What follows belongs to an exercise in optimizing a design on an open flow for small area, a short achievable clock period and few clock cycles per item; a production flow would make more cautious choices.
The RTL was checked by simulation tests, not by an equivalence proof against the original design.
Power and IR drop assume default switching activity.

==> inputs of trial 66 <==
// cpu
module cpu(
    input clk,
    input nrst,
    input [31:0] isram_dataout,
    output isram_cs,
    output [15:0] isram_addr,
    input [31:0] dsram_dataout,
    output [3:0] dsram_wen,
    output [15:0] dsram_addr,
    output [31:0] dsram_datain
);
localparam [6:0] OP_LUI = 7'b0110111, OP_AUIPC = 7'b0010111, OP_JAL = 7'b1101111,
                 OP_JALR = 7'b1100111, OP_BR = 7'b1100011, OP_LD = 7'b0000011,
                 OP_ST = 7'b0100011, OP_IMM = 7'b0010011, OP_OP = 7'b0110011,
                 OP_SYS = 7'b1110011;
reg  [31:0] pcF;         
reg         vF;          
reg  [15:0] faddr;       
reg  [15:0] seqF;        
reg         csq;         
reg         redir_q;     
reg  [31:0] redir_pc;
reg  [31:0] irD;
reg  [31:0] pcD;
reg         vD;
reg         predD;       
reg  [15:0] tgtD;        
reg         stallD;      
reg         vE;
reg  [4:0]  rdE;
  ...
clock: 18.0 ns
lec_check: 0
cap_margin: 20
core_margin: 2
core_utilization: 40
slew_margin: 20
synth_hierarchical: 1
standard.sh (not shown) runs the stock make flow with config.mk's settings and CLKGATE_MAP_FILE= SYNTH_SCRIPT=/design/flow/synth_recipe.tcl, a recipe that flattens the netlist after the stock synthesis.
==> flow/flow/run.sh <==
#!/bin/bash
set -euo pipefail
export SETUP_SLACK_MARGIN=13
bash standard.sh > standard.log 2>&1
==> trial 49: changes against trial 66 <==
--- a/flow/design.v
+++ b/flow/design.v
@@ -356,10 +356,11 @@
 reg         vE;
 reg  [4:0]  rdE;
 reg         wenE, brE, jalrE, ldE, stE, mulE, csrE, linkE, csrwE, predE;
 reg  [2:0]  f3E;
 reg  [2:0]  aluE;        
+reg         kEq, kNe, kLt, kGe, kLtu, kGeu, kJ;
 reg         subE, sraE;
 reg  [1:0]  csrsE;       
 reg  [31:0] aE, bE, cE;  
 reg         fa1, fa2, fb1, fb2, fc1, fc2;
 reg         vM1, wenM1, ldM1;
@@ -436,15 +437,21 @@
         p2 = (ve & mule & rde == rs2 & rs2 != 5'd0) | (pend & mr == rs2);
         hazard = v & ((u1 & (l1 | p1)) | (u2 & (l2 | p2)) | (m & ((ve & mule) | busy)));
     end
 endfunction
 wire [31:0] iw = isram_dataout;
-wire        pd_jal = (iw[6:0] == OP_JAL);
-wire        pd_br  = (iw[6:0] == OP_BR);
-wire        pd_take = pd_jal | (pd_br & (iw[31] | iw[12]));
-wire [15:0] pd_tgt;
-pd_add u_pd(.pc(pcF[15:0]), .iw(iw), .tgt(pd_tgt));
+wire        pd_jal  = (iw[6:0] == OP_JAL);
+wire        pd_br   = (iw[6:0] == OP_BR);
+wire        pd_jalr = (iw[6:0] == OP_JALR);
+wire        pd_fuse = pd_jalr & vD & (irD[6:0] == OP_AUIPC) & (irD[11:7] != 5'd0) &
+                      (iw[19:15] == irD[11:7]);
+wire        pd_take = pd_jal | pd_fuse | (pd_br & (iw[31] | iw[12]));
+wire [15:0] aui16 = {pcD[15:12] + irD[15:12], pcD[11:0]};    
+wire [15:0] pd_tjb, pd_tj;      
+pd_add u_pd(.pc(pcF[15:0]), .auipc(aui16), .iw(iw), .tjb(pd_tjb), .tj(pd_tj));
+wire        pd_isj = (iw[3:2] == 2'b01);
+wire [15:0] pd_tgt = pd_isj ? pd_tj : pd_tjb;
 wire [2:0]  f_uses = uses(iw);
 wire [6:0] opD  = irD[6:0];
 wire [4:0] rdD  = irD[11:7];
 wire [2:0] f3D  = irD[14:12];
 wire [4:0] rs1D = irD[19:15];
@@ -487,14 +494,16 @@
     for (ri = 1; ri < 32; ri = ri + 1) begin
         rf1 = rf1 | ({32{sel1[ri]}} & rf[ri]);
         rf2 = rf2 | ({32{sel2[ri]}} & rf[ri]);
     end
 end
-wire [31:0] r1D = (rf_we && rf_wa == rs1D) ? rf_wd : rf1;
-wire [31:0] r2D = (rf_we && rf_wa == rs2D) ? rf_wd : rf2;
+wire [31:0] r1D = rf1;
+wire [31:0] r2D = rf2;
+wire        w1D = rf_we & (rf_wa == rs1D) & (rs1D != 5'd0);
+wire        w2D = rf_we & (rf_wa == rs2D) & (rs2D != 5'd0);
 wire [31:0] pc4D  = pcinc(pcD);
-wire [31:0] tgt32 = pcD + (d_jal ? immJ : immB);
+wire [31:0] tgt32;
 wire m1E = rdE == rs1D, m2E = rdE == rs2D;
 wire m1M = rdM1 == rs1D, m2M = rdM1 == rs2D;
 wire [31:0] A = fa1 ? resM1 : fa2 ? resM2 : aE;
 wire [31:0] B = fb1 ? resM1 : fb2 ? resM2 : bE;
 wire [31:0] C = fc1 ? resM1 : fc2 ? resM2 : cE;
@@ -537,10 +546,13 @@
         2'b10:   csr_new = csr_old | A;
         default: csr_new = csr_old & ~A;
     endcase
 end
 wire [31:0] resE = linkE ? cE : csrE ? csr_old : alu;
+wire [31:0] tgt_jb = pcD + (d_jal ? immJ : immB);
+wire [31:0] jtgt = aE + bE + immI;
+assign tgt32 = d_jalr ? {jtgt[31:1], 1'b0} : tgt_jb;
 reg btaken;
 always @(*) begin
     case (f3E)
         3'b000: btaken = eq;
         3'b001: btaken = ~eq;
@@ -549,11 +561,12 @@
         3'b110: btaken = ltu;
         3'b111: btaken = ~ltu;
         default: btaken = 1'b0;
     endcase
 end
-wire mispE = vE & (jalrE | (brE & (btaken != predE)));
+wire mispE = vE & (kJ | (eq & kEq) | (~eq & kNe) | (lts & kLt) | (~lts & kGe) |
+                   (ltu & kLtu) | (~ltu & kGeu));
 wire [1:0]  ea = sum[1:0];
 reg  [3:0]  st_wen;
 reg  [31:0] st_data;
 always @(*) begin
     case (f3E[1:0])
@@ -599,25 +612,34 @@
 wire        n_predD = advD ? pd_take : predD;
 wire [15:0] n_tgtD  = advD ? pd_tgt : tgtD;
 wire [15:0] n_redir = jalrE ? {sum[15:1], 1'b0} : C[15:0];
 wire [31:0] n_seq4  = pcinc({16'd0, redir_q ? redir_pc[15:0] : pred_go ? tgtD : seqF});
 wire [15:0] n_seq   = isram_cs ? n_seq4[15:0] : seqF;
-wire [15:0] n_faddr = mispE ? n_redir : (n_vD & n_predD) ? n_tgtD : n_seq;
+wire        sel_pd  = ~mispE & advD & vF & ~pred_go & pd_take;
+wire [15:0] n_frest = mispE ? n_redir : (stallD & vD & predD) ? tgtD : n_seq;
+wire        sel_tj  = sel_pd & pd_isj;
+wire        sel_tjb = sel_pd & ~pd_isj;
+wire [15:0] n_faddr = ({16{sel_tj}} & pd_tj) | ({16{sel_tjb}} & pd_tjb) |
+                      ({16{~sel_pd}} & n_frest);
 wire mrel = mbusy & mdone & (mkill | ~m2w);     
 wire n_mbusy = disp | (mbusy & ~mrel);
 wire n_mdone = ~disp & mbusy & ~mrel & (mdone | (mcnt == NP - 1));
 wire n_mkill = disp ? ((rdE == 5'd0) | (dadv & d_wen & rdD == rdE))
                     : (mkill | (mbusy & dadv & d_wen & rdD == mrd));
 wire [4:0] n_mrd = disp ? rdE : mrd;
 wire n_mwb = n_mbusy & n_mdone & ~n_mkill & ~(vM1 & wenM1);
+wire [2:0] n_mcnt = disp ? 3'd0 : (mbusy & ~mdone) ? mcnt + 3'd1 : mcnt;
+wire n_mrel  = n_mbusy & n_mdone & (n_mkill | ~(vM1 & wenM1));
+wire t1_done = n_mbusy & ~n_mrel & (n_mdone | (n_mcnt == NP - 1));
+wire n_mheld = n_mbusy & ~n_mrel & ~(t1_done & (n_mkill | ~(vE & wenE)));
 wire [2:0] n_uses = stallD ? d_uses : f_uses;
 wire [4:0] n_rs1  = stallD ? rs1D : iw[19:15];
 wire [4:0] n_rs2  = stallD ? rs2D : iw[24:20];
 wire n_stallD = hazard(n_vD, n_uses[2], n_uses[1], n_uses[0], n_rs1, n_rs2,
                        n_vE, d_wen, d_ld, d_mul, rdD,
                        vE, wenE, ldE, rdE,
-                       n_mbusy, n_mbusy & ~n_mkill & ~n_mwb, n_mrd);
+                       n_mheld, n_mbusy & ~n_mkill & ~n_mwb, n_mrd);
 always @(posedge clk) begin
     if (~nrst) begin
         vF <= 1'b0;
         vD <= 1'b0;
         stallD <= 1'b0;
@@ -670,10 +692,17 @@
         mulE  <= d_mul;
         csrE  <= d_csr;
         csrwE <= d_csr & (rdD != 5'd0);
         linkE <= d_jal | d_jalr;
         predE <= predD;
+        kEq  <= d_br & (f3D[2:1] == 2'b00) & (f3D[0] == predD);
+        kNe  <= d_br & (f3D[2:1] == 2'b00) & (f3D[0] != predD);
+        kLt  <= d_br & (f3D[2:1] == 2'b10) & (f3D[0] == predD);
+        kGe  <= d_br & (f3D[2:1] == 2'b10) & (f3D[0] != predD);
+        kLtu <= d_br & (f3D[2:1] == 2'b11) & (f3D[0] == predD);
+        kGeu <= d_br & (f3D[2:1] == 2'b11) & (f3D[0] != predD);
+        kJ   <= d_jalr & ~predD;
         f3E   <= f3D;
         csrsE <= {irD[27], irD[21]};
         if (d_op | d_imm) begin
             aluE <= f3D;
             subE <= (d_op & irD[30] & (f3D == 3'b000)) | (f3D[2:1] == 2'b01);
@@ -682,15 +711,18 @@
             aluE <= 3'b000;
             subE <= 1'b0;
             sraE <= 1'b0;
         end
         if (d_br) subE <= 1'b1;
-        aE <= d_lui ? 32'd0 : d_aui ? pcD : (d_csr & f3D[2]) ? {27'd0, rs1D} : r1D;
-        bE <= (d_op | d_br) ? r2D :
+        aE <= (d_use1 & w1D) ? rf_wd :
+              d_lui ? 32'd0 : d_aui ? pcD : (d_csr & f3D[2]) ? {27'd0, rs1D} : r1D;
+        bE <= ((d_op | d_br) & w2D) ? rf_wd :
+              (d_op | d_br) ? r2D :
               d_st ? immS :
               (d_lui | d_aui) ? immU : immI;
-        cE <= d_st ? r2D : (d_jal | d_jalr) ? pc4D : (predD ? pc4D : tgt32);
+        cE <= (d_st & w2D) ? rf_wd :
+              d_st ? r2D : (d_jal | d_jalr) ? pc4D : (predD ? pc4D : tgt_jb);
         fa1 <= d_use1 & vE & wenE & m1E;
         fa2 <= d_use1 & vM1 & wenM1 & m1M & ~(vE & wenE & m1E);
         fb1 <= (d_op | d_br) & vE & wenE & m2E;
         fb2 <= (d_op | d_br) & vM1 & wenM1 & m2M & ~(vE & wenE & m2E);
         fc1 <= d_st & vE & wenE & m2E;
@@ -749,12 +781,16 @@
     end
 end
 endmodule
 module pd_add(
     input  [15:0] pc,
+    input  [15:0] auipc,
     input  [31:0] iw,
-    output [15:0] tgt
+    output [15:0] tjb,       
+    output [15:0] tj         
 );
-wire [15:0] imm = iw[2] ? {iw[15:12], iw[20], iw[30:21], 1'b0}
+wire [15:0] imm = iw[3] ? {iw[15:12], iw[20], iw[30:21], 1'b0}
                         : {{4{iw[31]}}, iw[7], iw[30:25], iw[11:8], 1'b0};
-assign tgt = pc + imm;
+assign tjb = pc + imm;
+wire [15:0] t = auipc + {{4{iw[31]}}, iw[31:20]};
+assign tj = {t[15:1], 1'b0};
 endmodule
TNS_END_PERCENT = 0   (was not set)
==> summary.txt <==
quantity                                                                          trial 66                 trial 49
Result of the run                                                  complete, no violations  complete, no violations
Nets in the synthesized netlist                                                       9103                     9736
Area of the multi-input gates                                                  47230 sq um              47880 sq um
Gpl congestion                                                                       1.078                    1.069
Global routing met3 resource utilization                                            0.1842                   0.1304
Count of instances resized after the clock tree is built                               771                      356
Worst clock skew                                                                 0.1344 ns               0.08059 ns
Worst vdd rail ir drop                                                         0.0001196 V             0.00008084 V
Wl on met1                                                                  169900 microns           171500 microns
Multi-input comb cells                                                                5978                     6470
Fraction of standard cell area in multi-input logic                                 0.4218                   0.4328
Placed Cells incl. Taps                                                              11330                    12030
Clock-cell share of area                                                           0.05552                  0.05749
Crit path buffers/inverters                                                              4                        3
Number of antenna violations at the first check in global routing                       40                       29
Mean cell area of the mapped netlist                                           10.75 sq um              10.53 sq um
Standby leakage power                                                             40.02 nW                 40.55 nW
1st-iter DRT viols                                                                   17540                    16650
Post-CTS setup repair buffer count                                                     178                       75
Chip width                                                                   484.2 microns            494.2 microns
Sw frac                                                                             0.3108                   0.3348
Die height                                                                   484.2 microns            494.2 microns
Critical path fanouts, max                                                               5                       33
Filler Cell Count                                                                    20360                    21810
Testbench counts of trial 66, summed over its fixed seeds: cycles 86,802, instrs 61,413.
Testbench counts of trial 49, summed over its fixed seeds: cycles 83,320, instrs 61,413.

## port drivers added, routing unchanged
The results above use ideal ports. As a check the final layouts listed here were re-extracted and re-timed, cells and wires unchanged. Step 1, drivers: a clkbuf_16 drives clk and a buf_2 each remaining input, both assumed. Step 2, shift: input delay + t, output delay - t, t = (earliest + latest rising clock arrival at the registers) / 2. This alone moves slack from input paths to output paths. Slacks: no drivers / after step 1 / after step 2; pairs: no drivers / after step 1.
| run | t, ns | setup slack, ns | hold WS [ns] | worst register clock-pin slew, ns |
|---|---|---|---|---|
| trial 66 | 0.961 | 12.713 / 12.773 / 11.812 | 0.288 / 0.288 / 0.288 | 0.07 / 0.07 |
| trial 49 | 0.959 | 12.528 / 12.535 / 11.638 | 0.305 / 0.305 / 0.305 | 0.07 / 0.07 |
After both steps every run listed still meets setup and hold. For trial 66, which loses most, drivers alone change the setup slack by +0.060 ns; drivers and shift together by -0.901 ns.
